What follows belongs to an exercise in optimizing a design on an open flow for small area, a short achievable clock period and few clock cycles; a production flow would make more cautious choices. At most, simulation tests tie the RTL to the original design; equivalence was not proved. No functional check of the RTL was part of runs 1, 3 and 4. Power and IR drop assume default switching activity.

==> flow/design.v <==
module simple_cpu (
    input clk,
    input rst_n,
    input instr_valid,
    input [15:0] instr,
    output instr_ready,
    input [7:0] mem_rdata,
    input mem_ready,
    output reg mem_req,
    output reg mem_we,
    output [7:0] mem_addr,
    output [7:0] mem_wdata,
    output reg done,
    output reg [3:0] flags   
);
  reg [7:0] regfile[0:7];
  reg x_alu;   
  reg x_fix;   
  reg [2:0] x_rd;
  reg [3:0] x_imm;
  reg c_add, c_sub, c_g, c_p, c_shl, c_shr;
  reg [7:0] opa;   
  reg [7:0] opb;   
  reg [3:0] a_lo;   
  reg a_c4;   
  integer i;
  wire x_ld = mem_req & ~mem_we;
  wire mwait = mem_req & ~mem_ready;
  wire stall = x_fix | mwait;
  assign instr_ready = ~stall;
  wire accept = instr_valid & ~stall;
  assign mem_wdata = opa;
  assign mem_addr = {opb[7:4] + {3'b000, a_c4}, a_lo};
  wire [7:0] p = opa ^ opb;
  wire [7:0] g = opa & opb;
  wire [7:0] g1, p1, g2, p2, g3, p3;
  genvar k;
  generate
    for (k = 0; k < 8; k = k + 1) begin : pfx
      if (k % 2 == 1) begin : l1a
        assign g1[k] = g[k] | (p[k] & g[k-1]);
        assign p1[k] = p[k] & p[k-1];
      end else begin : l1b
        assign g1[k] = g[k];
        assign p1[k] = p[k];
      end
      if (k % 4 >= 2) begin : l2a
        assign g2[k] = g1[k] | (p1[k] & g1[(k/4)*4+1]);
        assign p2[k] = p1[k] & p1[(k/4)*4+1];
      end else begin : l2b
        assign g2[k] = g1[k];
        assign p2[k] = p1[k];
      end
      if (k >= 4) begin : l3a
        assign g3[k] = g2[k] | (p2[k] & g2[3]);
        assign p3[k] = p2[k] & p2[3];
      end else begin : l3b
        assign g3[k] = g2[k];
        assign p3[k] = p2[k];
      end
    end
  endgenerate
  wire [7:0] cy = {g3[6:0] | (p3[6:0] & {7{c_sub}}), c_sub};
  wire [7:0] sum = p ^ cy;
  wire [2:0] rot = opb[2:0];
  wire [7:0] r1 = rot[0] ? {opa[6:0], opa[7]} : opa;
  wire [7:0] r2 = rot[1] ? {r1[5:0], r1[7:6]} : r1;
  wire [7:0] r3 = rot[2] ? {r2[3:0], r2[7:4]} : r2;
  reg [7:0] shmask;
  always @(*) begin
    for (i = 0; i < 8; i = i + 1)
      shmask[i] = (c_shl & (i >= rot)) | (c_shr & ((rot == 3'd0) | (i < rot)));
  end
  wire [7:0] alu_res = ({8{c_add}} & sum) | ({8{c_g}} & g) | ({8{c_p}} & p) |
                       (shmask & r3);
  wire [7:0] wr_val = alu_res | ({8{x_ld}} & mem_rdata);
  wire wr_en = x_alu | (x_ld & mem_ready);
  wire [3:0] i_op = instr[15:12];
  wire [2:0] i_rd = instr[11:9];
  wire [2:0] i_rs = instr[7:5];
  wire [3:0] i_imm = instr[3:0];
  wire i_alu = (i_op >= 4'h1) && (i_op <= 4'h8);
  wire i_mem = (i_op == 4'h9) || (i_op == 4'hA);
  wire i_immop = (i_op == 4'h6) || (i_op == 4'h7) || (i_op == 4'h8);
  wire [2:0] ra = i_rd;
  wire [2:0] rb = i_rs;
  wire [3:0] ri = i_imm;
  wire [7:0] ra_oh = 8'b1 << ra;
  wire [7:0] rb_oh = 8'b1 << rb;
  reg [7:0] rf_a, rf_b;
  always @(*) begin
    rf_a = 8'h00;
    rf_b = 8'h00;
    for (i = 0; i < 8; i = i + 1) begin
      rf_a = rf_a | ({8{ra_oh[i]}} & regfile[i]);
      rf_b = rf_b | ({8{rb_oh[i]}} & regfile[i]);
    end
  end
  wire [3:0] lp = rf_b[3:0] ^ ri;
  wire [3:0] lg = rf_b[3:0] & ri;
  wire lc1 = lg[0];
  wire lc2 = lg[1] | (lp[1] & lg[0]);
  wire lc3 = lg[2] | (lp[2] & lg[1]) | (lp[2] & lp[1] & lg[0]);
  wire lc4 = lg[3] | (lp[3] & lg[2]) | (lp[3] & lp[2] & lg[1]) | (lp[3] & lp[2] & lp[1] & lg[0]);
  wire [4:0] lo = {lc4, lp[3] ^ lc3, lp[2] ^ lc2, lp[1] ^ lc1, lp[0]};
  wire [4:0] lo_fix = {1'b0, opb[3:0]} + {1'b0, x_imm};
  wire fwd_a = wr_en && (x_rd == i_rd);
  wire hz_b = wr_en && (x_rd == i_rs);   
  wire fwd_b = hz_b && !i_immop;
  wire [7:0] inv_b = {8{i_op == 4'h2}};   
  wire [2:0] i_rot = (i_op == 4'h8) ? 3'd0 - i_imm[2:0] : i_imm[2:0];
  wire [7:0] opb_rf = i_immop ? {4'h0, i_imm[3], i_rot} : rf_b;
  wire [7:0] b_new = (fwd_b ? wr_val : opb_rf) ^ inv_b;
  always @(posedge clk) begin
    c_add <= accept & ((i_op == 4'h1) || (i_op == 4'h2) || (i_op == 4'h6));
    c_sub <= accept & (i_op == 4'h2);
    c_g   <= accept & ((i_op == 4'h3) || (i_op == 4'h4));   
    c_p   <= accept & ((i_op == 4'h4) || (i_op == 4'h5));   
    c_shl <= accept & (i_op == 4'h7) & !i_imm[3];
    c_shr <= accept & (i_op == 4'h8) & !i_imm[3];
    opa <= ({8{stall}} & opa) | ({8{~stall & fwd_a}} & wr_val) | ({8{~stall & ~fwd_a}} & rf_a);
    opb <= ({8{stall}} & opb) | ({8{~stall}} & b_new);
    a_lo <= ({4{mwait}} & a_lo) | ({4{x_fix}} & lo_fix[3:0]) | ({4{~stall}} & lo[3:0]);
    a_c4 <= (mwait & a_c4) | (x_fix & lo_fix[4]) | (~stall & lo[4]);
    if (!stall) begin
      x_rd  <= i_rd;
      x_imm <= i_imm;
      mem_we <= (i_op == 4'hA);
    end
  end
  always @(posedge clk or negedge rst_n) begin
    if (!rst_n) begin
      x_alu <= 1'b0;
      x_fix <= 1'b0;
      mem_req <= 1'b0;
      done <= 1'b0;
      flags <= 4'b0;
      for (i = 0; i < 8; i = i + 1) regfile[i] <= 8'h0;
    end else begin
      x_alu <= accept & i_alu;
      if (x_fix) begin
        x_fix <= 1'b0;
        mem_req <= 1'b1;
      end else if (!mwait) begin
        x_fix <= accept & i_mem & hz_b;
        mem_req <= accept & i_mem & ~hz_b;
      end
      if (accept && i_op == 4'hF) done <= 1'b1;
      if (wr_en) regfile[x_rd] <= wr_val;
      if (x_alu) begin
        flags[3] <= (alu_res == 8'h0);
        flags[2] <= alu_res[7];
      end
    end
  end
endmodule
==> flow/flow/run.sh <==
#!/bin/bash
# Standard layout, with plain buf_1 cells as the port buffers and resizing not
# held to each cell's footprint.
set -euo pipefail
bash standard.sh "BUFFER_PORTS_ARGS=-buffer_cell sky130_fd_sc_hd__buf_1" MATCH_CELL_FOOTPRINT=0 finish > make_finish.log 2>&1
==> flow/standard.sh <==
#!/bin/bash
# synth_recipe.tcl (not shown) runs the flow's synth.tcl, then flattens the netlist and writes it again
# the make line also repeats each setting of config.mk as NAME=value (left out here)
make -C /OpenROAD-flow-scripts/flow DESIGN_CONFIG=/design/flow/config.mk WORK_HOME=/design/flow/orfs CLKGATE_MAP_FILE= SYNTH_SCRIPT=/design/flow/synth_recipe.tcl "${@:-finish}"
==> flow/config.mk <==
export PLATFORM = sky130hd
export DESIGN_NAME = simple_cpu
export DESIGN_NICKNAME = simple_cpu
export VERILOG_FILES = /design/flow/design.v
export SDC_FILE = /design/flow/constraint.sdc
export NUM_CORES = 4
export LEC_CHECK = 0
export ABC_AREA = 1
export CAP_MARGIN = 20
export CORE_MARGIN = 2
export CORE_UTILIZATION = 40
export SETUP_SLACK_MARGIN = 2.5
export SLEW_MARGIN = 20
==> flow/constraint.sdc <==
create_clock -name core_clock -period 5.0 [get_ports {clk}]
set_input_delay 1.0000 -clock core_clock [delete_from_list [all_inputs] [get_ports {clk}]]
set_output_delay 1.0000 -clock core_clock [all_outputs]
set_load 0.01 [all_outputs]
==> results of run 1 <==
kinds of logic after synthesis:
group	after synthesis	share of synthesized area, %
fa+ha+maj	22	4.50
buf+inv	144	8.84
simple gates	448	30.4
flops	105	39.5
xor+xnor	5	0.661
compound gates	182	16.1
other cells	1	0.0566
per-stage QoR:
step           hold WS (ns)  area (um2)  power (W)  util, %
5_1_grt               0.500        7950    0.00357     48.5
6_report              0.480        7950    0.00333     48.5
4_1_cts               0.489        7650    0.00322     46.6
3_3_place_gp          0.463        7040    0.00246     42.9
2_1_floorplan         0.446        6720    0.00212        -
3_5_place_dp          0.466        7040    0.00248     42.9
synth_stat cells, drive strengths merged, types with 6 or more instances:
cell type and n:
nand3 79, a22oi 6, nand2 276, ha 19, nor4 9, nor2 71, inv 123, dfrtp 70
a21oi 19, o22ai 57, buf 18, edfxtp 16, o21ai 78, dfxtp 19
sequential cells by signal, summed over array words and instances (netlist names), named ones only:
name / flops
c_shr: 1
opa: 8
a_c4: 1
x_fix: 1
mem_we: 1
x_alu: 1
c_add: 1
c_sub: 1
x_imm: 4
flags: 2
c_p: 1
a_lo: 4
done: 1
c_g: 1
x_rd: 3
c_shl: 1
regfile: 64
mem_req: 1
power groups by stage:
stage / Sequential [W] / Clock (W) / Combinational, W
2_1_floorplan: 0.00127 / 0 / 0.000853
3_3_place_gp: 0.00133 / 0 / 0.00114
3_5_place_dp: 0.00133 / 0 / 0.00115
4_1_cts: 0.00129 / 0.000684 / 0.00125
5_1_grt: 0.00132 / 0.000716 / 0.00153
6_report: 0.00130 / 0.000674 / 0.00136
final cells by class:
cell class,instances,area (um2)
fill,1578,8450
multi-input combinational,660,3730
sequential,105,2610
timing repair buffer,91,577
inverter,124,485
tap,220,275
clock buffer,9,225
clock inverter,7,45.0
worst max-delay path: cells and delay by family:
family          cells  cell delay (ns)
compound gates      2             0.22
xor+xnor            1             0.18
fa+ha+maj           2             0.54
buf+inv             5             0.55
simple gates        3             0.32
how the worst min path moves through the flow:
stage,endpoint,cells after the start,slack (ns),from
after detailed placement,a_lo[0]$_DFF_P_,2,0.47,a_lo[0]$_DFF_P_
after global placement,done$_DFFE_PN0P_,1,0.46,done$_DFFE_PN0P_
final,flags[3]$_DFFE_PN0P_,2,0.48,flags[3]$_DFFE_PN0P_
after CTS,a_lo[0]$_DFF_P_,2,0.49,a_lo[0]$_DFF_P_
after global routing,flags[3]$_DFFE_PN0P_,2,0.50,flags[3]$_DFFE_PN0P_
after floorplan,a_c4$_DFF_P_,2,0.45,a_c4$_DFF_P_
metal layers:
| layer | global-route usage (%) | share of wire [%] |
|---|---|---|
| met5 | 0 | 0 |
| met4 | 8.36 | 1.8 |
| met3 | 4.75 | 8.6 |
| met2 | 36.6 | 45 |
| met1 | 36.1 | 45 |
timing repair:
item	4_1_cts	5_1_grt
gates cloned	1	0
pin swaps	12	19
buffers inserted	29	15
setup endpoints to repair	78	34
hold buffers	0	0
resized for setup	32	39
==> impl_metrics.toml, run 1 <==
[clock_tree]
htreeDepth = 3
clk_path_buf_depth = 2
cts.sinks = 105
tritoncts = "done"
cts_made_buffers = 9
clk-insertion-delay-late_ns = 0.37
clk_pin_slew_ns = 0.07
cts_root_buf = "clkbuf_16"

[pwr]
switchingPower_w = 0.00135
combPwrFrac_pct = 40.8
power.density_nw_per_um2 = 419
netSwitchingFraction_pct = 40.7
p_leak_nw = 3.53
p_seq_share_pct = 39.0
p_int_w = 0.00198
irDropWorstVdd_mv = 0.158
clock_power_share_pct = 20.2

[synthesis]
yosysTopAreaCell = "dfrtp_1"
syn_inst = 907
ys_types = 46
ys_ff_latch = 105
yosysSeqAreaShare_pct = 39.5
syn-cell-area_um2 = 6620
async_reset_ff_share_pct = 66.7
yosys_warnings = 2
synth_edf_count = 16
synth_top_cell_area_share_pct = 26.5
postSynthAreaPerCell_um2 = 7.30
ys_top_cells_by_area = "dfrtp_1 (26%), nand2_1 (15%), edfxtp_1 (7.3%), inv_1 (6.6%), nand3_1 (5.8%)"
yosys_most_used_dff = "dfrtp_1"

[timing]
drv_slew = 0
slew_headroom_pct = 27.2
finalCriticalPeriod_ns = 2.57
tightestPinTransition_ns = 1.08
skew_ns = 0.00899
rsz0062_at_grt = "yes"
setup_ws_ns = 2.43
finalCritPeriodShare_pct = 51.5
hold_viol_final = 0
tns_ns = 0
max_freq_ghz = 0.388
setup_violations = 0

[cells_and_area]
final_cells = 1216
area_growth_pct = 20.1
drive_gt1_share_pct = 14.9
diodes = 0
mostFrequentLayoutCells = "nand2_1 (262), inv_1 (109), dfrtp_1 (70)"
final_nets = 1041
final_common_cell = "nand2_1"

[worst_setup_path]
cpMostUsedCell = "buf_12"
startpoint_type = "input port"
cp-end-kind = "flop"
cp_cell_sequence = "buf_12, clkinvlp_4, nand3_4, buf_12, o22ai_2, nor2_1, nand3b_1, ha_2, inv_2, buf_4, fa_2, xor2_1, o211ai_1"
worstPathArrival_ns = 2.80
worstSetupStartpoint = "instr[7]"
slowest_delay_ns = 0.33
r2r_slack_ns = 2.64
cp_max_fo = 4
r2r_end = "regfile[3][2]$_DFFE_PN0P_"
path_class = "in -> reg"
cp-endpoint = "a_lo[2]$_DFF_P_"
worst_ep_required_time_ns = 5.23
slowest_stage = "fa_2"
r2r_start = "mem_we$_DFFE_PP_"
r2r_cells = 6

[min_path]
worst_hold_path_type = "reg -> reg"

[die]
fp-row-count = 47
coreArea_um2 = 16400
die_height_um = 133
die_w_um = 133
die_area_um2 = 17600
io_pins = 52
initial_utilization_pct = 40.4

[detailed_routing]
drt_first_pass_iters = 5
final_antenna_net_count = 0
wl_per_cell_um = 17.7
vias = 6538
vias_per_cell = 5.38
drt_iter0_markers = 628
drc = 0
wl_um = 21500

[global_route]
overflow = 0
grt_max_degree = 71
grtUsageTotal_pct = 24.7
grt_pass1_wl_um = 33300
antenna_found_initial = 0
grt_pass1_vias = 5844

[place]
port_buffers = 47
hpwl_um = 14400
place.gp.congestion = 0.947
placed_cells = 1155
place_ws_ns = 1.53

[job]
drv_cap = 0

[status]
status = "finished clean"
==> run 2: changes to the inputs <==
--- a/flow/design.v
+++ b/flow/design.v
@@ -21,7 +21,6 @@
   reg c_add, c_sub, c_g, c_p, c_shl, c_shr;
   reg [7:0] opa;   
   reg [7:0] opb;   
-  reg [3:0] a_lo;   
   reg a_c4;   
   integer i;
   wire x_ld = mem_req & ~mem_we;
@@ -30,9 +29,10 @@
   assign instr_ready = ~stall;
   wire accept = instr_valid & ~stall;
   assign mem_wdata = opa;
-  assign mem_addr = {opb[7:4] + {3'b000, a_c4}, a_lo};
-  wire [7:0] p = opa ^ opb;
-  wire [7:0] g = opa & opb;
+  assign mem_addr = {opb[7:4] + {3'b000, a_c4}, opb[3:0]};
+  wire [7:0] bx = opb ^ {8{c_sub}};
+  wire [7:0] p = opa ^ bx;
+  wire [7:0] g = opa & bx;
   wire [7:0] g1, p1, g2, p2, g3, p3;
   genvar k;
   generate
@@ -107,10 +107,8 @@
   wire fwd_a = wr_en && (x_rd == i_rd);
   wire hz_b = wr_en && (x_rd == i_rs);   
   wire fwd_b = hz_b && !i_immop;
-  wire [7:0] inv_b = {8{i_op == 4'h2}};   
   wire [2:0] i_rot = (i_op == 4'h8) ? 3'd0 - i_imm[2:0] : i_imm[2:0];
-  wire [7:0] opb_rf = i_immop ? {4'h0, i_imm[3], i_rot} : rf_b;
-  wire [7:0] b_new = (fwd_b ? wr_val : opb_rf) ^ inv_b;
+  wire [7:0] opb_rf = i_mem ? {rf_b[7:4], lo[3:0]} : (i_immop ? {4'h0, i_imm[3], i_rot} : rf_b);
   always @(posedge clk) begin
     c_add <= accept & ((i_op == 4'h1) || (i_op == 4'h2) || (i_op == 4'h6));
     c_sub <= accept & (i_op == 4'h2);
@@ -119,8 +117,8 @@
     c_shl <= accept & (i_op == 4'h7) & !i_imm[3];
     c_shr <= accept & (i_op == 4'h8) & !i_imm[3];
     opa <= ({8{stall}} & opa) | ({8{~stall & fwd_a}} & wr_val) | ({8{~stall & ~fwd_a}} & rf_a);
-    opb <= ({8{stall}} & opb) | ({8{~stall}} & b_new);
-    a_lo <= ({4{mwait}} & a_lo) | ({4{x_fix}} & lo_fix[3:0]) | ({4{~stall}} & lo[3:0]);
+    opb <= ({8{mwait}} & opb) | ({8{x_fix}} & {opb[7:4], lo_fix[3:0]}) |
+           ({8{~stall & fwd_b}} & wr_val) | ({8{~stall & ~fwd_b}} & opb_rf);
     a_c4 <= (mwait & a_c4) | (x_fix & lo_fix[4]) | (~stall & lo[4]);
     if (!stall) begin
       x_rd  <= i_rd;
--- a/flow/config.mk
+++ b/flow/config.mk
@@ -9,5 +9,7 @@
 export CAP_MARGIN = 20
 export CORE_MARGIN = 2
 export CORE_UTILIZATION = 40
-export SETUP_SLACK_MARGIN = 2.5
+export CTS_BUF_LIST = sky130_fd_sc_hd__clkbuf_16
+export CTS_CLUSTER_SIZE = 50
+export SETUP_SLACK_MARGIN = 2.4
 export SLEW_MARGIN = 20
==> run 2 against run 1 <==
Combinational power decreased by 18%. Via count decreased by 6.7%. Highest routed layer unchanged. Wire length decreased by 8.5%. Largest power group is now sequential cells. Critical path type is now in -> out. Flip-flop and latch count decreased by 4. Sequential share of layout area increased by 1.3 points. Synthesized area decreased by 3.3%. Critical endpoint is now instr_ready. Maximum frequency increased by 1.5%. Non-clock buffer count decreased by 40. Die area decreased by 3.2%.
==> impl_metrics.toml, run 2 <==
[status]
status = "finished clean"

[timing]
finalCritPeriodShare_pct = 50.7
finalCriticalPeriod_ns = 2.54
hold_viol_final = 0
setup_violations = 0
slew_headroom_pct = 26.6
skew_ns = 0.0104
rsz0062_at_grt = "yes"
tightestPinTransition_ns = 1.10
max_freq_ghz = 0.394
setup_ws_ns = 2.46
tns_ns = 0
drv_slew = 0
whs_ns = 0.495

[die]
die_area_um2 = 17000
die_w_um = 131
fp-row-count = 46
io_pins = 52
initial_utilization_pct = 40.6
die_height_um = 131
coreArea_um2 = 15800

[cells_and_area]
largest_reg_flops = 64
mostFrequentLayoutCells = "nand2_1 (231), inv_1 (121), o21ai_0 (70), dfrtp_1 (70), nand3_1 (64)"
area_growth_pct = 12.5
final_util_pct = 45.7
final_common_cell = "nand2_1"
final_nets = 978
diodes = 0
regMostFlops = "regfile"
n_fill_cell = 1622
drive_gt1_share_pct = 9.23
top_regs = "regfile: 64 flops, opa: 8 flops, opb: 8 flops"

[detailed_routing]
wl_um = 19600
vias_per_cell = 5.31
drt_first_pass_iters = 6
drc = 0
final_antenna_net_count = 0
wl_per_cell_um = 17.1
drt_iter0_markers = 581
vias = 6098

[synthesis]
synth_edf_count = 8
yosys_warnings = 2
ys_ff_latch = 101
synth_most_common_cell = "nand2_1"
yosysTopAreaCell = "dfrtp_1"
netlist_top_cells_count = "nand2_1 (234), inv_1 (126), o21ai_0 (72), dfrtp_1 (70), nand3_1 (70)"
async_reset_ff_share_pct = 69.3
syn-cell-area_um2 = 6400
yosys_most_used_dff = "dfrtp_1"
synth_top_cell_area_share_pct = 27.3
postSynthAreaPerCell_um2 = 7.16
ys_types = 46
ys_top_cells_by_area = "dfrtp_1 (27%), nand2_1 (14%), inv_1 (7.4%), dfxtp_1 (7.2%), o21ai_0 (5.6%)"
yosysSeqAreaShare_pct = 38.3
syn_inst = 895

[global_route]
grt_max_degree = 71
antenna_found_initial = 0
grt_pass1_vias = 5644
grtUsageTotal_pct = 24.1
overflow = 0
grt_pass1_wl_um = 30900

[clock_tree]
tritoncts = "done"
clk_path_buf_depth = 2
cts_root_buf = "clkbuf_16"
clk-insertion-delay-late_ns = 0.36
clk_pin_slew_ns = 0.07
htreeDepth = 3
cts_made_buffers = 9
postCtsHoldBufs = 0
cts.sinks = 101

[pwr]
clock_power_share_pct = 25.1
irDropWorstVdd_mv = 0.189
p_leak_nw = 3.33
power.density_nw_per_um2 = 437
power_w = 0.00315
p_seq_share_pct = 39.2
combPwrFrac_pct = 35.7
switchingPower_w = 0.00124
p_int_w = 0.00191
netSwitchingFraction_pct = 39.3

[worst_setup_path]
cp_top_family = "simple AND/OR/NAND/NOR gates"
slowest_stage = "nor2_2"
cp_cell_sequence = "buf_1, nor2_2, nor2_2, buf_1"
worst_ep_required_time_ns = 4.00
path_class = "in -> out"
cp-end-kind = "output pin"
worstPathArrival_ns = 1.54
startpoint_type = "input port"
slowest_delay_ns = 0.24
path_buf_inv = 2
cp_max_fo = 5

[place]
hpwl_um = 14100
place.gp.congestion = 0.917
place_ws_ns = 1.48
port_buffers = 47

[job]
drv_cap = 0

[min_path]
worst_hold_path_type = "reg -> reg"
## run 2: cell count changes after synthesis, sizes merged, moves of 3 or more
| cell | before | now |
|---|---|---|
| nor4 | 9 | 4 |
| inv | 123 | 132 |
| nor2 | 71 | 67 |
| o211ai | 4 | 1 |
| nand2 | 276 | 242 |
| dfxtp | 19 | 23 |
| edfxtp | 16 | 8 |
| nand3 | 79 | 76 |
| a211oi | 4 | 0 |
| buf | 18 | 27 |
| xor2 | 3 | 10 |
| o21ai | 78 | 94 |
## run 2: path summary, 6_finish.rpt
check / startpoint / end / slack [ns] / cells past startpoint
worst max-delay path: mem_ready / instr_ready / 2.46 / 4
worst min-delay path: done$_DFFE_PN0P_ / done$_DFFE_PN0P_ / 0.50 / 2
worst max register to register: opb[1]$_DFF_P_ / regfile[3][4]$_DFFE_PN0P_ / 2.64 / 12
worst min register to register: done$_DFFE_PN0P_ / done$_DFFE_PN0P_ / 0.50 / 2
max in group asynchronous: rst_n / done$_DFFE_PN0P_ / 3.60 / 1
min in group asynchronous: rst_n / regfile[1][6]$_DFFE_PN0P_ / 0.79 / 1
## run 2: routing by layer
layer	global-route usage, %	part of all wire (%)	vias to the layer above
met5	0	0	-
met3	4.23	6.8	43
met4	9.57	2.5	0
li1	-	-	3031
met1	33.5	46	2814
met2	37.7	45	210
## run 2: timing repair
item / 4_1_cts / 5_1_grt
setup buffers: 2 / 0
resized for setup: 26 / 10
pin swaps: 2 / 2
endpoints found under the setup margin: 7 / 52
## run 2: metrics by stage
stage | area [um2] | std cells
after floorplan | 6480 | 896
after global placement | 6740 | 1130
after detailed placement | 6740 | 1130
after CTS | 7160 | 1147
after global routing | 7200 | 1148
final | 7200 | 1148
## run 2: logic make-up (layout without fill, tap and decap cells)
| kind of cell | after synthesis | count (layout) | synth area share, % |
|---|---|---|---|
| buffers and inverters | 162 | 198 | 10.6 |
| AO/OA/AOI/OAI | 190 | 190 | 17.2 |
| other | 1 | 2 | 0.0585 |
| XOR/XNOR | 14 | 14 | 1.91 |
| adder cells (fa/ha/maj) | 22 | 22 | 4.53 |
| AND/OR/NAND/NOR | 405 | 405 | 27.5 |
| flip-flops | 101 | 101 | 38.3 |
## run 2: worst reg2reg max path: cells and delay by family (launching register included)
kind                       cells  cell delay [ns]
and+or+nand+nor                7             0.72
DFF                            1             0.58
AOI/OAI and AO/OA              2             0.41
adders and majority gates      1             0.33
xor gates and xnor gates       1             0.13
buffers and inverters          1             0.07
## run 2: layout make-up
cell class / instances / area [um2] / area share, %
clock buffers: 10 / 250 / 3.47
clock inverters: 5 / 81.3 / 1.13
inverters: 132 / 498 / 6.91
multi-input cells: 633 / 3410 / 47.3
flip-flops and latches: 101 / 2460 / 34.1
well taps: 216 / 270 / 3.75
repair buffers: 51 / 236 / 3.28
## run 2: power groups by stage
stage / Sequential [W] / Combinational (W) / Clock [W]
after global placement: 0.00124 / 0.00108 / 0
after floorplan: 0.00118 / 0.000844 / 0
after CTS: 0.00123 / 0.00111 / 0.000800
after detailed placement: 0.00125 / 0.00110 / 0
final: 0.00123 / 0.00112 / 0.000790
after global routing: 0.00126 / 0.00128 / 0.000831
Testbench counts of run 2, summed over its fixed seeds: cycles 4,970.
==> run 3: changes to the inputs <==
--- a/flow/design.v
+++ b/flow/design.v
@@ -104,11 +104,16 @@
   wire lc4 = lg[3] | (lp[3] & lg[2]) | (lp[3] & lp[2] & lg[1]) | (lp[3] & lp[2] & lp[1] & lg[0]);
   wire [4:0] lo = {lc4, lp[3] ^ lc3, lp[2] ^ lc2, lp[1] ^ lc1, lp[0]};
   wire [4:0] lo_fix = {1'b0, opb[3:0]} + {1'b0, x_imm};
-  wire fwd_a = wr_en && (x_rd == i_rd);
-  wire hz_b = wr_en && (x_rd == i_rs);   
+  wire x_wr = x_alu | x_ld;
+  wire fwd_a = x_wr && (x_rd == i_rd);
+  wire hz_b = x_wr && (x_rd == i_rs);   
   wire fwd_b = hz_b && !i_immop;
   wire [2:0] i_rot = (i_op == 4'h8) ? 3'd0 - i_imm[2:0] : i_imm[2:0];
-  wire [7:0] opb_rf = i_mem ? {rf_b[7:4], lo[3:0]} : (i_immop ? {4'h0, i_imm[3], i_rot} : rf_b);
+  wire s_fwd = ~stall & fwd_b;
+  wire s_new = ~stall & ~fwd_b;
+  wire s_lo = s_new & i_mem;
+  wire s_imm = s_new & i_immop;
+  wire s_rf = s_new & ~i_mem & ~i_immop;
   always @(posedge clk) begin
     c_add <= accept & ((i_op == 4'h1) || (i_op == 4'h2) || (i_op == 4'h6));
     c_sub <= accept & (i_op == 4'h2);
@@ -118,11 +123,12 @@
     c_shr <= accept & (i_op == 4'h8) & !i_imm[3];
     opa <= ({8{stall}} & opa) | ({8{~stall & fwd_a}} & wr_val) | ({8{~stall & ~fwd_a}} & rf_a);
     opb <= ({8{mwait}} & opb) | ({8{x_fix}} & {opb[7:4], lo_fix[3:0]}) |
-           ({8{~stall & fwd_b}} & wr_val) | ({8{~stall & ~fwd_b}} & opb_rf);
+           ({8{s_fwd}} & wr_val) | ({8{s_lo}} & {rf_b[7:4], lo[3:0]}) |
+           ({8{s_imm}} & {4'h0, i_imm[3], i_rot}) | ({8{s_rf}} & rf_b);
     a_c4 <= (mwait & a_c4) | (x_fix & lo_fix[4]) | (~stall & lo[4]);
+    x_imm <= i_imm;   
     if (!stall) begin
       x_rd  <= i_rd;
-      x_imm <= i_imm;
       mem_we <= (i_op == 4'hA);
     end
   end
--- a/flow/config.mk
+++ b/flow/config.mk
@@ -9,7 +9,5 @@
 export CAP_MARGIN = 20
 export CORE_MARGIN = 2
 export CORE_UTILIZATION = 40
-export CTS_BUF_LIST = sky130_fd_sc_hd__clkbuf_16
-export CTS_CLUSTER_SIZE = 50
 export SETUP_SLACK_MARGIN = 2.4
 export SLEW_MARGIN = 20
==> run 3 against run 2 <==
Synthesized cell count up 2.7%. Core utilization down 0.19 points. Wire length up 1.2%. Die area up 3.2%. Power down 2.0%. Largest power group unchanged.
==> impl_metrics.toml, run 3 <==
[place]
port_buffers = 47
dpl_cell_area_um2 = 6920
place.gp.congestion = 0.968
hpwl_um = 15100

[clock_tree]
cts.sinks = 101
htreeDepth = 3
tritoncts = "done"
clk_path_buf_depth = 2
clk_pin_slew_ns = 0.07
cts_root_buf = "clkbuf_16"
cts_made_buffers = 9
clk-insertion-delay-late_ns = 0.36

[timing]
finalCritPeriodShare_pct = 52.1
tns_ns = 0
drv_slew = 0
rsz0062_at_grt = "yes"
hold_viol_final = 0
finalCriticalPeriod_ns = 2.61
whs_ns = 0.475
tightestPinTransition_ns = 0.902
skew_ns = 0.00883
max_freq_ghz = 0.384
setup_violations = 0
slew_headroom_pct = 39.9

[pwr]
power.density_nw_per_um2 = 415
irDropWorstVdd_mv = 0.267
p_leak_nw = 3.49

[detailed_routing]
wl_per_cell_um = 16.7
final_antenna_net_count = 0
vias = 6229
route.met2.wl_um = 9220
drt_iter0_markers = 625
drc = 0
drt_first_pass_iters = 6
top_layer_used = "met4"
wl_um = 19900
route.met3.wl_um = 1090
vias_per_cell = 5.23
wl_met1_um = 9100

[cells_and_area]
regArea_um2 = 2420
regMostFlops = "regfile"
area_growth_pct = 12.4
final_nets = 1015
drive_gt1_share_pct = 12.3
multiInputGateArea_um2 = 3580
top_regs = "regfile: 64 flops, opa: 8 flops, opb: 8 flops"
fin_area_um2 = 7440
mostFrequentLayoutCells = "nand2_1 (264), inv_1 (119), nand3_1 (70), dfrtp_1 (70), nor2_1 (50)"
diodes = 0
final_common_cell = "nand2_1"
largest_reg_flops = 64
final_util_pct = 45.5
n_fill_cell = 1714

[die]
fp-row-count = 47
die_w_um = 133
die_height_um = 133
coreArea_um2 = 16300
initial_utilization_pct = 40.5
io_pins = 52
die_area_um2 = 17600

[synthesis]
netlist_top_cells_count = "nand2_1 (265), inv_1 (121), nand3_1 (72), dfrtp_1 (70), nor2_1 (52)"
ys_top_cells_by_area = "dfrtp_1 (26%), nand2_1 (15%), dfxtp_1 (8.2%), inv_1 (6.9%), nand3_1 (5.4%)"
ys_types = 55
yosys_warnings = 2
synth_edf_count = 4
synth_most_common_cell = "nand2_1"
ys_ff_latch = 101
syn-cell-area_um2 = 6610
synth_top_cell_area_share_pct = 26.5
syn_inst = 919
yosysTopAreaCell = "dfrtp_1"
postSynthAreaPerCell_um2 = 7.20
yosysSeqAreaShare_pct = 36.5
async_reset_ff_share_pct = 69.3
yosys_most_used_dff = "dfrtp_1"

[worst_setup_path]
worst_ep_required_time_ns = 5.26
worstPathArrival_ns = 2.86
cp_max_fo = 6
startpoint_type = "input port"
cp-end-kind = "flop"
path_class = "in -> reg"

[global_route]
grt_pass1_wl_um = 32400
grt_pass1_vias = 5865
antenna_found_initial = 0
overflow = 0
grt_max_degree = 71
grtUsageTotal_pct = 23.3

[job]
drv_cap = 0

[status]
status = "finished clean"

[min_path]
worst_hold_path_type = "reg -> reg"
==> run 3: area by class of cell <==
cell class,instances,share of cell area [%]
Clock buffer,10,3.08
Multi-Input combinational cell,657,48.2
Tap cell,220,3.70
Inverter,135,7.03
Sequential cell,101,32.5
Timing Repair Buffer,61,4.53
Clock inverter,6,0.942
==> run 3: path summary, 6_finish.rpt <==
path	from	endpoint	slack, ns	depth (start not counted)
min in group asynchronous	rst_n	regfile[6][1]$_DFFE_PN0P_	0.78	1
max	instr[7]	opb[3]$_DFF_P_	2.39	12
max reg2reg	c_sub$_DFF_P_	regfile[4][7]$_DFFE_PN0P_	2.58	10
min reg2reg	done$_DFFE_PN0P_	done$_DFFE_PN0P_	0.48	2
max in group asynchronous	rst_n	regfile[0][6]$_DFFE_PN0P_	3.64	1
min	done$_DFFE_PN0P_	done$_DFFE_PN0P_	0.48	2
==> run 3: stage by stage <==
stage	total power, W	instances	setup slack [ns]
2_1_floorplan	0.00201	920	2.32
3_3_place_gp	0.00233	1161	1.54
3_5_place_dp	0.00234	1161	1.47
4_1_cts	0.00308	1184	2.38
5_1_grt	0.00331	1190	2.28
6_report	0.00309	1190	2.39
==> run 3: power by group <==
group          internal [W]  total, W  switching [W]  leakage, nW
Combinational      0.000385   0.00111       0.000727         2.18
Clock              0.000394  0.000720       0.000326        0.148
Sequential          0.00105   0.00125       0.000203         1.16
Total               0.00183   0.00309        0.00126         3.49
==> run 3: cell families after synthesis <==
kind of cell,synth area share (%)
other cells,0.0567
mux,0.397
buf+inv,10.5
simple gates,31.2
xor+xnor,1.85
flops,36.5
compound gates,15.1
fa+ha+maj,4.39
==> run 3: critical path, stage by stage <==
cell      delay (ns)
buf_12          0.12
inv_6           0.08
nor3_4          0.06
buf_4           0.16
a221oi_1        0.32
nand2_1         0.20
ha_1            0.34
a21o_1          0.21
xor2_1          0.12
o21ai_1         0.09
nor2_1          0.09
nand2_1         0.05
==> run 3: metal layers <==
metal  up-vias  track usage [%]
met2       213             38.2
li1       3103                -
met5         -                0
met4         0             6.33
met3        39             3.60
met1      2874             32.2
==> run 3: timing repair <==
item	in CTS	in global routing
hold buffers	0	0
gates resized for setup	20	28
cloned	0	0
endpoints found under the hold margin	0	0
setup endpoints to repair	15	66
buffers inserted	7	6
pin swaps	4	12
==> run 4: changes to the inputs <==
--- a/flow/config.mk
+++ b/flow/config.mk
@@ -9,5 +9,7 @@
 export CAP_MARGIN = 20
 export CORE_MARGIN = 2
 export CORE_UTILIZATION = 40
+export CTS_BUF_LIST = sky130_fd_sc_hd__clkbuf_8
+export CTS_CLUSTER_SIZE = 30
 export SETUP_SLACK_MARGIN = 2.4
 export SLEW_MARGIN = 20
==> run 4 against run 3 <==
Still clean on timing, DRC and antenna. Die area stayed put. Sequential power hardly changed. Global-route usage hardly changed. Critical path type unchanged. Critical endpoint unchanged. Highest routed layer unchanged.
==> impl_metrics.toml, run 4 <==
[status]
status = "finished clean"

[detailed_routing]
drc = 0
final_antenna_net_count = 0
wl_um = 19800
vias = 6210
vias_per_cell = 5.22
drt_first_pass_iters = 6
drt_iter0_markers = 552
wl_per_cell_um = 16.7

[place]
hpwl_um = 15100
port_buffers = 47
place.gp.congestion = 0.968

[cells_and_area]
largest_reg_flops = 64
final_nets = 1014
final_util_pct = 44.8
diodes = 0
mostFrequentLayoutCells = "nand2_1 (264), inv_1 (120), nand3_1 (70), dfrtp_1 (70), nor2_1 (50)"
area_growth_pct = 10.7
drive_gt1_share_pct = 12.0
top_regs = "regfile: 64 flops, opa: 8 flops, opb: 8 flops"
final_common_cell = "nand2_1"
regMostFlops = "regfile"

[synthesis]
synth-simple-area-share_pct = 31.2
yosys_warnings = 2
postSynthAreaPerCell_um2 = 7.20
synth_compound_area_share_pct = 15.1
synthAdderAreaFrac_pct = 4.39
yosys_most_used_dff = "dfrtp_1"
ys_top_cells_by_area = "dfrtp_1 (26%), nand2_1 (15%), dfxtp_1 (8.2%), inv_1 (6.9%), nand3_1 (5.4%)"
syn_inst = 919
synth_top_family_by_area = "simple AND/OR/NAND/NOR gates"
synth_most_common_cell = "nand2_1"
yosys.area_share.xor_xnor_pct = 1.85
ys_types = 55
syn-cell-area_um2 = 6610
synth_top_cell_area_share_pct = 26.5
ys_ff_latch = 101
netlist_top_cells_count = "nand2_1 (265), inv_1 (121), nand3_1 (72), dfrtp_1 (70), nor2_1 (52)"
yosysSeqAreaShare_pct = 36.5
synth_edf_count = 4
async_reset_ff_share_pct = 69.3
yosysTopAreaCell = "dfrtp_1"
synthMuxAreaShare_pct = 0.397

[timing]
max_freq_ghz = 0.392
tns_ns = 0
drv_slew = 0
whs_ns = 0.483
hold_viol_final = 0
finalCriticalPeriod_ns = 2.55
rsz0062_at_grt = "yes"
skew_ns = 0.0154
slew_headroom_pct = 38.9
finalCritPeriodShare_pct = 51.0
setup_violations = 0
tightestPinTransition_ns = 0.916

[die]
fp-row-count = 47
die_height_um = 133
io_pins = 52
coreArea_um2 = 16300
die_area_um2 = 17600
initial_utilization_pct = 40.5
die_w_um = 133

[clock_tree]
htreeDepth = 3
cts_made_buffers = 9
clk-insertion-delay-late_ns = 0.39
postCtsHoldBufs = 0
clk_path_buf_depth = 2
cts_root_buf = "clkbuf_8"
clk_pin_slew_ns = 0.11
cts.sinks = 101
tritoncts = "done"

[min_path]
worst_hold_path_type = "reg -> reg"
holdPathEnd = "done$_DFFE_PN0P_"
hold_start = "done$_DFFE_PN0P_"
hold_depth = 2

[worst_setup_path]
worst_ep_required_time_ns = 5.29
worstPathArrival_ns = 2.84
cp_max_fo = 6
cp-end-kind = "flop"
r2r_start = "c_sub$_DFF_P_"
worstSetupStartpoint = "instr[7]"
path_class = "in -> reg"
r2r_slack_ns = 2.60
r2r_end = "regfile[4][7]$_DFFE_PN0P_"
startpoint_type = "input port"
r2r_cells = 10

[pwr]
p_leak_nw = 3.44
power.density_nw_per_um2 = 396
irDropWorstVdd_mv = 0.277
power_w = 0.00290

[global_route]
grtUsageTotal_pct = 23.3
overflow = 0
grt_max_degree = 71
grt_pass1_wl_um = 32200
antenna_found_initial = 0
grt_pass1_vias = 5856

[job]
drv_cap = 0
-- run 4: critical path, stage by stage --
cell and delay [ns]:
buf_12 0.12, inv_6 0.08, nor3_4 0.06, buf_4 0.16, a221oi_1 0.32, nand2_1 0.20, ha_1 0.34, a21o_1 0.21
xor2_1 0.13, o21ai_1 0.09, nor2_1 0.09, nand2_1 0.05
-- run 4: layout make-up --
class | instances | area, um2
fillers | 1725 | 9020
multi-input cells | 657 | 3580
flip-flops and latches | 101 | 2420
inverters | 135 | 523
repair buffers | 60 | 328
well taps | 220 | 275
clock buffers | 9 | 124
clock inverters | 7 | 73.8
-- run 4: cells by family after synthesis --
group                    count (synthesis)
AND/OR/NAND/NOR                        449
AO/OA/AOI/OAI                          168
buffers and inverters                  162
flip-flops                             101
adder cells (fa/ha/maj)                 22
XOR/XNOR                                14
multiplexers                             2
other                                    1
-- run 4: report_power, final --
part           leakage, nW  internal, W  switching [W]  total [W]
Sequential            1.16      0.00105       0.000202    0.00125
Clock                0.106     0.000235       0.000307   0.000543
Combinational         2.17     0.000385       0.000723    0.00111
Total                 3.44      0.00167        0.00123    0.00290
-- run 4: per-stage QoR --
stage          cells  setup slack, ns  cell area, um2
2_1_floorplan    920             2.32            6650
6_report        1189             2.45            7320
5_1_grt         1189             2.33            7320
3_3_place_gp    1161             1.54            6920
4_1_cts         1184             2.37            7200
3_5_place_dp    1161             1.47            6920
-- run 4: worst max-delay path by stage --
stage | slack (ns) | to | cells past startpoint
after floorplan | 2.32 | opb[3]$_DFF_P_ | 15
after global placement | 1.54 | opb[3]$_DFF_P_ | 16
after detailed placement | 1.47 | opb[3]$_DFF_P_ | 16
after CTS | 2.37 | opb[3]$_DFF_P_ | 16
after global routing | 2.33 | opb[3]$_DFF_P_ | 16
final | 2.45 | opb[3]$_DFF_P_ | 12
-- run 4: repair_timing --
| item | 4_1_cts | 5_1_grt |
|---|---|---|
| endpoints found under the setup margin | 18 | 65 |
| pin swaps | 4 | 10 |
| gates cloned | 0 | 0 |
| resized for setup | 17 | 29 |
| setup buffers | 7 | 5 |
-- run 4: per-layer routing --
| layer | vias up | part of all wire, % | track usage (%) |
|---|---|---|---|
| met5 | - | 0 | 0 |
| met4 | 0 | 1.9 | 5.62 |
| met3 | 29 | 5.7 | 4.25 |
| met2 | 209 | 46 | 37.8 |
| met1 | 2878 | 46 | 32.3 |
| li1 | 3094 | - | - |
==> run 5: changes to the inputs <==
--- a/flow/design.v
+++ b/flow/design.v
@@ -104,16 +104,11 @@
   wire lc4 = lg[3] | (lp[3] & lg[2]) | (lp[3] & lp[2] & lg[1]) | (lp[3] & lp[2] & lp[1] & lg[0]);
   wire [4:0] lo = {lc4, lp[3] ^ lc3, lp[2] ^ lc2, lp[1] ^ lc1, lp[0]};
   wire [4:0] lo_fix = {1'b0, opb[3:0]} + {1'b0, x_imm};
-  wire x_wr = x_alu | x_ld;
-  wire fwd_a = x_wr && (x_rd == i_rd);
-  wire hz_b = x_wr && (x_rd == i_rs);   
+  wire fwd_a = wr_en && (x_rd == i_rd);
+  wire hz_b = wr_en && (x_rd == i_rs);   
   wire fwd_b = hz_b && !i_immop;
   wire [2:0] i_rot = (i_op == 4'h8) ? 3'd0 - i_imm[2:0] : i_imm[2:0];
-  wire s_fwd = ~stall & fwd_b;
-  wire s_new = ~stall & ~fwd_b;
-  wire s_lo = s_new & i_mem;
-  wire s_imm = s_new & i_immop;
-  wire s_rf = s_new & ~i_mem & ~i_immop;
+  wire [7:0] opb_rf = i_mem ? {rf_b[7:4], lo[3:0]} : (i_immop ? {4'h0, i_imm[3], i_rot} : rf_b);
   always @(posedge clk) begin
     c_add <= accept & ((i_op == 4'h1) || (i_op == 4'h2) || (i_op == 4'h6));
     c_sub <= accept & (i_op == 4'h2);
@@ -123,12 +118,11 @@
     c_shr <= accept & (i_op == 4'h8) & !i_imm[3];
     opa <= ({8{stall}} & opa) | ({8{~stall & fwd_a}} & wr_val) | ({8{~stall & ~fwd_a}} & rf_a);
     opb <= ({8{mwait}} & opb) | ({8{x_fix}} & {opb[7:4], lo_fix[3:0]}) |
-           ({8{s_fwd}} & wr_val) | ({8{s_lo}} & {rf_b[7:4], lo[3:0]}) |
-           ({8{s_imm}} & {4'h0, i_imm[3], i_rot}) | ({8{s_rf}} & rf_b);
+           ({8{~stall & fwd_b}} & wr_val) | ({8{~stall & ~fwd_b}} & opb_rf);
     a_c4 <= (mwait & a_c4) | (x_fix & lo_fix[4]) | (~stall & lo[4]);
-    x_imm <= i_imm;   
     if (!stall) begin
       x_rd  <= i_rd;
+      x_imm <= i_imm;
       mem_we <= (i_op == 4'hA);
     end
   end
==> flow/flow/run.sh (replaced) <==
#!/bin/bash
# Standard synthesis; then the combinational logic between the registers is
# mapped again for area (registers untouched); then the standard layout, with
# plain buf_1 cells as the port buffers and resizing not held to footprints.
set -euo pipefail
W=$PWD
R=$W/orfs/results/$FLOW_PLATFORM/simple_cpu/base
ARGS=("BUFFER_PORTS_ARGS=-buffer_cell sky130_fd_sc_hd__buf_1" MATCH_CELL_FOOTPRINT=0)
bash standard.sh "${ARGS[@]}" synth > make_synth.log 2>&1
cp "$R/1_2_yosys.v" "$W/1_2_yosys_standard.v"
LIB=$FLOW_HOME/platforms/$FLOW_PLATFORM/lib/sky130_fd_sc_hd__tt_025C_1v80.lib
sed -e "s|@LIB@|$LIB|g" -e "s|@IN@|$W/1_2_yosys_standard.v|" -e "s|@OUT@|$W/1_2_yosys_remap.v|" flow/remap.ys > remap_run.ys
yosys -s remap_run.ys > yosys_remap.log 2>&1
cp "$W/1_2_yosys_remap.v" "$R/1_2_yosys.v"
rm -f "$R/1_synth.odb" "$R/1_synth.sdc"
bash standard.sh "${ARGS[@]}" finish > make_finish.log 2>&1
==> flow/flow/remap.ys (new file) <==
# Area re-mapping of the standard synthesis's combinational logic. The
# registers stay as they are: same instances, names and cell types.
read_liberty -ignore_miss_func @LIB@
setattr -mod -set keep_hierarchy 1 sky130_fd_sc_hd__df* sky130_fd_sc_hd__edf* sky130_fd_sc_hd__sdf* sky130_fd_sc_hd__dl*
read_verilog @IN@
hierarchy -top simple_cpu
flatten
delete t:$scopeinfo
opt -purge
abc -liberty @LIB@ -dont_use *probe* -dont_use *lpflow* -script +strash;dch;map,-a;topo simple_cpu
opt_clean -purge
splitnets
opt_clean -purge
hilomap -singleton -hicell sky130_fd_sc_hd__conb_1 HI -locell sky130_fd_sc_hd__conb_1 LO
insbuf -buf sky130_fd_sc_hd__buf_4 A X
select simple_cpu
tee -o remap_stat.txt stat -liberty @LIB@
write_verilog -noattr -noexpr -nohex -nodec -selected @OUT@
--- a/flow/config.mk
+++ b/flow/config.mk
@@ -9,7 +9,5 @@
 export CAP_MARGIN = 20
 export CORE_MARGIN = 2
 export CORE_UTILIZATION = 40
-export CTS_BUF_LIST = sky130_fd_sc_hd__clkbuf_8
-export CTS_CLUSTER_SIZE = 30
 export SETUP_SLACK_MARGIN = 2.4
 export SLEW_MARGIN = 20
==> run 5 against run 4 <==
Still clean. Power grew 18%. Via count decreased by 1.3%. Worst hold slack improved by 0.021 ns. Final cell count fell by 12%. Global-route usage up 3.4 points. Synthesized area shrank 13%. Register-to-register slack got worse by 0.15 ns. Critical endpoint is now opb[2]$_DFF_P_. Largest power group unchanged.
==> impl_metrics.toml, run 5 <==
[clock_tree]
clk_path_buf_depth = 2
htreeDepth = 3
clk_pin_slew_ns = 0.07
cts.sinks = 101
tritoncts = "done"
cts_made_buffers = 9
cts_root_buf = "clkbuf_16"
clk-insertion-delay-late_ns = 0.36

[timing]
tns_ns = 0
setup_violations = 0
hold_viol_final = 0
max_freq_ghz = 0.380
rsz0062_at_grt = "yes"
skew_ns = 0.00861
finalCriticalPeriod_ns = 2.63
slew_headroom_pct = 36.8
finalCritPeriodShare_pct = 52.6
tightestPinTransition_ns = 0.948
drv_slew = 0

[cells_and_area]
final_common_cell = "nor2_1"
final_nets = 889
area_growth_pct = 28.9
largest_reg_flops = 64
final_cells = 1046
diodes = 0
fin_area_um2 = 7430
top_regs = "regfile: 64 flops, opa: 8 flops, opb: 8 flops"
mostFrequentLayoutCells = "nor2_1 (108), nand2_1 (89), a21oi_1 (79)"
regMostFlops = "regfile"
drive_gt1_share_pct = 22.1

[die]
die_area_um2 = 15400
die_w_um = 124
die_height_um = 124
io_pins = 52
coreArea_um2 = 14000
initial_utilization_pct = 41.2
fp-row-count = 43

[worst_setup_path]
path_buf_inv = 4
worstPathArrival_ns = 2.87
slowest_stage = "a221oi_4"
path_class = "in -> reg"
cp_max_fo = 5
r2r_cells = 10
cp_top_family = "compound AO/OA/AOI/OAI gates"
slowest_delay_ns = 0.28
worst-path-stages = 13
worst_ep_required_time_ns = 5.24
cp_cell_sequence = "buf_12, clkinvlp_4, nor3_4, buf_4, a221oi_2, nand2_1, a221oi_4, nor2_1, inv_2, nand2_2, xor2_1, o2111ai_1, o211ai_1"
startpoint_type = "input port"
cp-end-kind = "flop"

[min_path]
hold_depth = 1
worst_hold_path_type = "reg -> reg"

[synthesis]
syn_inst = 749
postSynthAreaPerCell_um2 = 7.70
yosys_warnings = 2
syn-cell-area_um2 = 5770

[detailed_routing]
wl_per_cell_um = 19.5
top_layer_used = "met4"
vias_per_cell = 5.86
drc = 0
wl_um = 20400
vias = 6129
route.met3.wl_um = 1370
drt_first_pass_iters = 5
wl_met1_um = 8230
drt_iter0_markers = 556
route.met2.wl_um = 9810
final_antenna_net_count = 0

[status]
status = "finished clean"

[global_route]
overflow = 0
grt_pass1_wl_um = 30500
grt_pass1_vias = 5715
antenna_found_initial = 0
grtUsageTotal_pct = 26.7
grt_max_degree = 37

[job]
drv_cap = 0

[place]
hpwl_um = 14000
dpl_cell_area_um2 = 6290
port_buffers = 47
placed_cells = 978
place.gp.congestion = 0.926

[pwr]
p_leak_nw = 2.94
power.density_nw_per_um2 = 459
irDropWorstVdd_mv = 0.237
-- run 5: report_power, final --
part	leakage, nW	internal, W	switching (W)
combinational	1.69	0.000517	0.000796
sequential	1.11	0.00110	0.000303
clock	0.140	0.000350	0.000342
total	2.94	0.00197	0.00144
-- run 5: metrics by stage --
step           hold WS [ns]  setup WS, ns  utilization (%)  total power (W)
2_1_floorplan         0.482          2.36                -          0.00215
3_3_place_gp          0.461          1.32             45.0          0.00244
3_5_place_dp          0.493          1.26             45.0          0.00248
4_1_cts               0.508          2.35             50.1          0.00326
5_1_grt               0.541          2.28             53.1          0.00363
6_report              0.504          2.37             53.1          0.00341
-- run 5: final timing paths --
kind,start,to,slack (ns)
min reg2reg,done$_DFFE_PN0P_,done$_DFFE_PN0P_,0.50
max in group asynchronous,rst_n,regfile[5][4]$_DFFE_PN0P_,3.30
max,instr[5],opb[2]$_DFF_P_,2.37
min,done$_DFFE_PN0P_,done$_DFFE_PN0P_,0.50
min in group asynchronous,rst_n,regfile[2][2]$_DFFE_PN0P_,0.74
max reg2reg,opb[0]$_DFF_P_,opa[1]$_DFF_P_,2.45
-- run 5: final cells by class --
type                       count  area, um2
clock buffer                   9        225
clock inverter                 7       65.1
fill                        1337       6550
inverter                      84        338
multi-input combinational    549       3280
sequential                   101       2470
tap                          180        225
timing repair buffer         116        826
-- run 5: worst register-to-register path: cells and delay by family (launching register included) --
kind,cells,cell delay (ns)
buf+inv,2,0.16
compound gates,4,1.35
simple gates,3,0.17
flops,1,0.36
mux,1,0.34
-- run 5: routing by layer --
layer	up-vias	track usage, %
met5	-	0
met3	79	5.17
met4	0	13.4
met2	274	44.3
met1	2893	33.1
li1	2883	-
-- run 5: what timing repair did --
item,4_1_cts,5_1_grt
hold buffers,0,0
hold endpoints to repair,0,0
cloned,0,1
setup endpoints to repair,84,53
pin swaps,16,33
gates resized for setup,48,78
setup buffers,34,17
Testbench counts of run 5, summed over its fixed seeds: cycles 4,970.
==> run 6: changes to the inputs <==
--- a/flow/flow/remap.ys
+++ b/flow/flow/remap.ys
@@ -7,7 +7,7 @@
 flatten
 delete t:$scopeinfo
 opt -purge
-abc -liberty @LIB@ -dont_use *probe* -dont_use *lpflow* -script +strash;dch;map,-a;topo simple_cpu
+abc -liberty @LIB@ -dont_use *probe* -dont_use *lpflow* -script +strash;dch;map,-a;topo;stime,-c;buffer,-c;upsize,-c;dnsize,-c simple_cpu
 opt_clean -purge
 splitnets
 opt_clean -purge
==> run 6 against run 5 <==
Final cell count decreased by 2.1%. Flip-flop and latch count unchanged. Combinational power decreased by 7%. Non-clock buffer count decreased by 30. Via count decreased by 1.6%. Maximum frequency increased by 2.9%. Synthesized cell count increased by 1.2%. First-iteration DRC count decreased by 5.0%. Wire length decreased by 0.54%. Worst hold slack got worse by 0.021 ns. Critical path type unchanged. Largest power group unchanged. Highest routed layer unchanged.
==> impl_metrics.toml, run 6 <==
[status]
status = "finished clean"

[cells_and_area]
final_nets = 859
final_cells = 1024
diodes = 0
area_growth_pct = 19.0
final_common_cell = "nor2_1"
drive_gt1_share_pct = 17.6
mostFrequentLayoutCells = "nor2_1 (113), nand2_1 (93), a21oi_1 (88)"
top_regs = "regfile: 64 flops, opa: 8 flops, opb: 8 flops"
regMostFlops = "regfile"
largest_reg_flops = 64

[global_route]
grt_pass1_wl_um = 31600
grt_pass1_vias = 5752
overflow = 0
grtUsageTotal_pct = 25.4
grt_max_degree = 39
antenna_found_initial = 0

[worst_setup_path]
startpoint_type = "input port"
path_buf_inv = 4
cp-end-kind = "flop"
cp_top_family = "simple AND/OR/NAND/NOR gates"
slowest_stage = "nor3_4"
slowest_delay_ns = 0.33
cp_max_fo = 5
cpMostUsedCell = "nand2_1"
worst_ep_required_time_ns = 5.21
cp_cell_sequence = "buf_6, clkinv_8, nor3_4, a22oi_2, nand3_1, nor2_2, inv_2, nand2_1, inv_2, nor2_4, a21oi_2, nand2_1, nand2_1, nand2_1, a21oi_1, o221ai_1"
path_class = "in -> reg"
worstPathArrival_ns = 2.77

[die]
fp-row-count = 45
initial_utilization_pct = 40.4
io_pins = 52
die_w_um = 127
coreArea_um2 = 15000
die_area_um2 = 16200
die_height_um = 127

[synthesis]
syn-cell-area_um2 = 6080
postSynthAreaPerCell_um2 = 8.02
yosys_warnings = 2
syn_inst = 758

[place]
port_buffers = 47
hpwl_um = 14200
placed_cells = 980
place.gp.congestion = 0.938

[min_path]
worst_hold_path_type = "reg -> reg"

[timing]
drv_slew = 0
max_freq_ghz = 0.391
finalCriticalPeriod_ns = 2.56
rsz0062_at_grt = "yes"
finalCritPeriodShare_pct = 51.2
hold_viol_final = 0
skew_ns = 0.00743
tns_ns = 0
setup_violations = 0
tightestPinTransition_ns = 0.755
slew_headroom_pct = 49.1

[clock_tree]
htreeDepth = 3
clk_path_buf_depth = 2
cts_made_buffers = 9
tritoncts = "done"
clk-insertion-delay-late_ns = 0.36
cts.sinks = 101
clk_pin_slew_ns = 0.07
cts_root_buf = "clkbuf_16"

[detailed_routing]
drt_first_pass_iters = 5
drt_iter0_markers = 528
drc = 0
vias_per_cell = 5.89
wl_um = 20300
vias = 6032
final_antenna_net_count = 0
wl_per_cell_um = 19.8

[pwr]
p_leak_nw = 3.05
irDropWorstVdd_mv = 0.289
power.density_nw_per_um2 = 466

[job]
drv_cap = 0
## run 6: cell count changes in the layout (fill, tap and decap cells not counted), moves of 6 or more
| cell | delta |
|---|---|
| nor3_1 | -7 |
| clkinv_1 | -62 |
| buf_4 | -28 |
| a21oi_2 | -8 |
| inv_1 | +56 |
| a21oi_1 | +9 |
| o21ai_0 | -8 |
| inv_2 | +7 |
| clkinvlp_4 | -7 |
| o21ai_1 | +6 |
## run 6: stage by stage
stage,utilization (%),area (um2),hold WS (ns),total power [W],worst slack (ns)
global placement,42.7,6420,0.471,0.00251,1.62
finish,48.1,7240,0.482,0.00337,2.44
detailed placement,42.7,6420,0.475,0.00255,1.53
CTS,46.1,6930,0.491,0.00330,2.38
floorplan,-,6090,0.459,0.00221,2.49
global route,48.1,7240,0.516,0.00360,2.30
## run 6: area by class of cell
| class | count | area, um2 |
|---|---|---|
| Timing Repair Buffer | 86 | 592 |
| Clock buffer | 9 | 225 |
| Fill cell | 1462 | 7800 |
| Clock inverter | 7 | 78.8 |
| Inverter | 84 | 353 |
| Sequential cell | 101 | 2470 |
| Multi-Input combinational cell | 549 | 3290 |
| Tap cell | 188 | 235 |
## run 6: metal layers
layer	vias up	global-route usage [%]	routed length (um)
li1	2805	-	-
met1	2896	31.8	8310
met2	268	42.9	10100
met3	63	4.44	1180
met4	0	11.7	710
met5	-	0	0
## run 6: final timing paths
| path | startpoint | end | slack (ns) | cells past startpoint |
|---|---|---|---|---|
| worst max-delay path | instr[6] | opb[3]$_DFF_P_ | 2.44 | 16 |
| worst min-delay path | done$_DFFE_PN0P_ | done$_DFFE_PN0P_ | 0.48 | 1 |
| worst max register to register | mem_we$_DFFE_PP_ | regfile[3][3]$_DFFE_PN0P_ | 2.55 | 6 |
| worst min register to register | done$_DFFE_PN0P_ | done$_DFFE_PN0P_ | 0.48 | 1 |
| max in group asynchronous | rst_n | regfile[2][0]$_DFFE_PN0P_ | 3.31 | 2 |
| min in group asynchronous | rst_n | regfile[6][5]$_DFFE_PN0P_ | 0.70 | 1 |
## run 6: repair_timing
| item | CTS | global route |
|---|---|---|
| hold buffers | 0 | 0 |
| resized for setup | 31 | 32 |
| pin swaps | 9 | 16 |
| setup endpoints to repair | 61 | 41 |
| buffers inserted | 16 | 12 |
| hold endpoints to repair | 0 | 0 |
## run 6: power breakdown
part | total, W | switching, W | internal [W] | leakage (nW)
clock network | 0.000729 | 0.000334 | 0.000396 | 0.151
logic | 0.00122 | 0.000753 | 0.000466 | 1.78
registers | 0.00142 | 0.000321 | 0.00110 | 1.11
total | 0.00337 | 0.00141 | 0.00196 | 3.05
==> run 7: changes to the inputs <==
--- a/flow/flow/remap.ys
+++ b/flow/flow/remap.ys
@@ -7,7 +7,7 @@
 flatten
 delete t:$scopeinfo
 opt -purge
-abc -liberty @LIB@ -dont_use *probe* -dont_use *lpflow* -script +strash;dch;map,-a;topo;stime,-c;buffer,-c;upsize,-c;dnsize,-c simple_cpu
+abc -liberty @LIB@ -dont_use *probe* -dont_use *lpflow* -script +strash;dch;map,-B,0.9;topo simple_cpu
 opt_clean -purge
 splitnets
 opt_clean -purge
==> run 7 against run 6 <==
First-iteration DRC count increased by 11%. Setup slack got worse by 0.053 ns. Die area grew 1.7%. Worst hold slack got worse by 0.0040 ns. Clock-buffer cell count unchanged. Largest cell class unchanged. Largest power group unchanged.
==> impl_metrics.toml, run 7 <==
[status]
status = "finished clean"

[timing]
finalCritPeriodShare_pct = 52.2
hold_viol_final = 0
drv_slew = 0
rsz0062_at_grt = "yes"
tightestPinTransition_ns = 0.923
setup_violations = 0
max_freq_ghz = 0.383
tns_ns = 0
finalCriticalPeriod_ns = 2.61
skew_ns = 0.0145
whs_ns = 0.478
slew_headroom_pct = 38.5

[clock_tree]
clk_path_buf_depth = 2
cts_root_buf = "clkbuf_16"
htreeDepth = 3
cts_made_buffers = 9
cts.sinks = 101
clk-insertion-delay-late_ns = 0.36
tritoncts = "done"
clk_pin_slew_ns = 0.07

[die]
initial_utilization_pct = 40.9
coreArea_um2 = 15100
io_pins = 52
die_height_um = 128
fp-row-count = 45
die_area_um2 = 16500
die_w_um = 128

[cells_and_area]
regArea_um2 = 2460
final_common_cell = "nand2_1"
n_fill_cell = 1572
mostFrequentLayoutCells = "nand2_1 (287), clkinv_1 (126), o21ai_0 (87)"
area_growth_pct = 16.9
largest_reg_flops = 64
drive_gt1_share_pct = 10.2
final_util_pct = 47.8
top_regs = "regfile: 64 flops, opa: 8 flops, opb: 8 flops"
final_nets = 1004
diodes = 0
regMostFlops = "regfile"
fin_area_um2 = 7240
multiInputGateArea_um2 = 3300

[synthesis]
yosys_warnings = 2
syn_inst = 913
syn-cell-area_um2 = 6190
postSynthAreaPerCell_um2 = 6.78

[detailed_routing]
vias = 6397
wl_um = 20600
drc = 0
final_antenna_net_count = 0
vias_per_cell = 5.47
wl_per_cell_um = 17.6
drt_first_pass_iters = 5
drt_iter0_markers = 587

[worst_setup_path]
worstPathArrival_ns = 1.61
cp-end-kind = "output pin"
startpoint_type = "input port"
cp_top_family = "buffers and inverters"
path_class = "in -> out"
cp_max_fo = 4
slowest_stage = "nor2_4"
slowest_delay_ns = 0.14
cp_cell_sequence = "buf_1, inv_2, nand2_4, inv_4, nor2_4, buf_12, buf_6"
worst_ep_required_time_ns = 4.00
path_buf_inv = 5

[place]
hpwl_um = 14800
dpl_cell_area_um2 = 6610
place.gp.congestion = 0.953
port_buffers = 47

[global_route]
grtUsageTotal_pct = 25.3
grt_pass1_wl_um = 31700
grt_pass1_vias = 5762
antenna_found_initial = 0
overflow = 0
grt_max_degree = 71

[pwr]
irDropWorstVdd_mv = 0.230
p_leak_nw = 3.00
power.density_nw_per_um2 = 440

[job]
drv_cap = 0

[min_path]
worst_hold_path_type = "reg -> reg"
==> run 7: timing repair <==
action | CTS | global route
hold buffers | 0 | 0
pin swaps | 2 | 3
gates resized for setup | 30 | 37
endpoints found under the setup margin | 71 | 62
cloned | 0 | 0
buffers inserted | 2 | 8
==> run 7: final cells by class <==
class / count / area share (%)
Clock buffer: 9 / 3.11
Clock inverter: 7 / 1.42
Inverter: 138 / 7.50
Multi-Input combinational cell: 659 / 45.6
Sequential cell: 101 / 34.0
Tap cell: 188 / 3.25
Timing Repair Buffer: 67 / 5.15
==> run 7: report_power, final <==
part / leakage (nW) / switching (W) / internal (W) / total, W
clock: 0.163 / 0.000342 / 0.000447 / 0.000789
sequential: 1.16 / 0.000197 / 0.00107 / 0.00127
combinational: 1.68 / 0.000752 / 0.000374 / 0.00113
total: 3.00 / 0.00129 / 0.00190 / 0.00319
==> run 7: per-stage QoR <==
| step | std cells | worst slack [ns] | total power, W |
|---|---|---|---|
| global route | 1169 | 2.32 | 0.00341 |
| detailed placement | 1143 | 1.58 | 0.00236 |
| floorplan | 914 | 2.14 | 0.00205 |
| global placement | 1143 | 1.60 | 0.00235 |
| finish | 1169 | 2.39 | 0.00319 |
| CTS | 1161 | 2.40 | 0.00316 |
==> run 7: routing by layer <==
layer	track usage, %	wire length (um)
met1	34.8	9240
met2	40.9	9480
met3	4.99	1310
met4	7.18	543
met5	0	0
==> run 7: path summary, 6_finish.rpt <==
check	start	endpoint	slack, ns	cells after the start
max in group asynchronous	rst_n	x_alu$_DFF_PN0_	3.63	1
worst max-delay path	mem_ready	instr_ready	2.39	7
worst min-delay path	done$_DFFE_PN0P_	done$_DFFE_PN0P_	0.48	1
worst min register to register	done$_DFFE_PN0P_	done$_DFFE_PN0P_	0.48	1
worst max register to register	opb[2]$_DFF_P_	regfile[2][6]$_DFFE_PN0P_	2.64	13
min in group asynchronous	rst_n	regfile[4][4]$_DFFE_PN0P_	0.77	1
==> run 7: worst register-to-register path: stages (launching register included) <==
cell and delay (ns):
dfxtp_2 0.54, clkinvlp_4 0.23, nand2_1 0.13, nand3_1 0.08
nand2_1 0.13, nand3_1 0.13, nand2_1 0.16, nand2_1 0.11
nand3_1 0.08, nor2_1 0.05, nor2_1 0.24, nand2_4 0.19
nand2_1 0.09, o21ai_0 0.08

-- afterwards: timing with drivers on the ports --
Ports are ideal in the flow. The routed layouts listed here were re-timed in OpenROAD.
Step 1 (the two cells are an assumption about what drives the block):
set clk [get_ports {clk}]
set_driving_cell -lib_cell sky130_fd_sc_hd__clkbuf_16 $clk
set_driving_cell -lib_cell sky130_fd_sc_hd__buf_2 [delete_from_list [all_inputs] $clk]
Step 2 also shifts input and output timing later by t, the mid clock arrival at the registers, as if the neighbouring blocks saw the same clock.
Three values: ideal, step 1, step 2; two values: the first two.
run | shift t [ns] | slack for setup (ns) | worst setup path after step 2 | clock arrival spread, ns | worst register clock-pin slew, ns
run 1 | 0.408 | 2.425 / 2.428 / 2.020 | input to register | 0.012 / 0.012 | 0.08 / 0.08
run 2 | 0.401 | 2.463 / 2.432 / 2.053 | input to register | 0.010 / 0.010 | 0.07 / 0.07
run 3 | 0.392 | 2.395 / 2.367 / 1.975 | input to register | 0.008 / 0.008 | 0.07 / 0.07
run 4 | 0.415 | 2.448 / 2.426 / 2.011 | input to register | 0.016 / 0.016 | 0.11 / 0.11
run 5 | 0.397 | 2.368 / 2.363 / 1.966 | input to register | 0.009 / 0.009 | 0.07 / 0.07
run 6 | 0.393 | 2.442 / 2.440 / 2.047 | input to register | 0.008 / 0.007 | 0.07 / 0.07
run 7 | 0.396 | 2.389 / 2.365 / 2.047 | input to register | 0.015 / 0.015 | 0.08 / 0.08
After both steps every run listed still meets setup and hold. The setup slack of run 4, which loses most, moves by -0.022 ns with the drivers and by -0.437 ns with both steps.
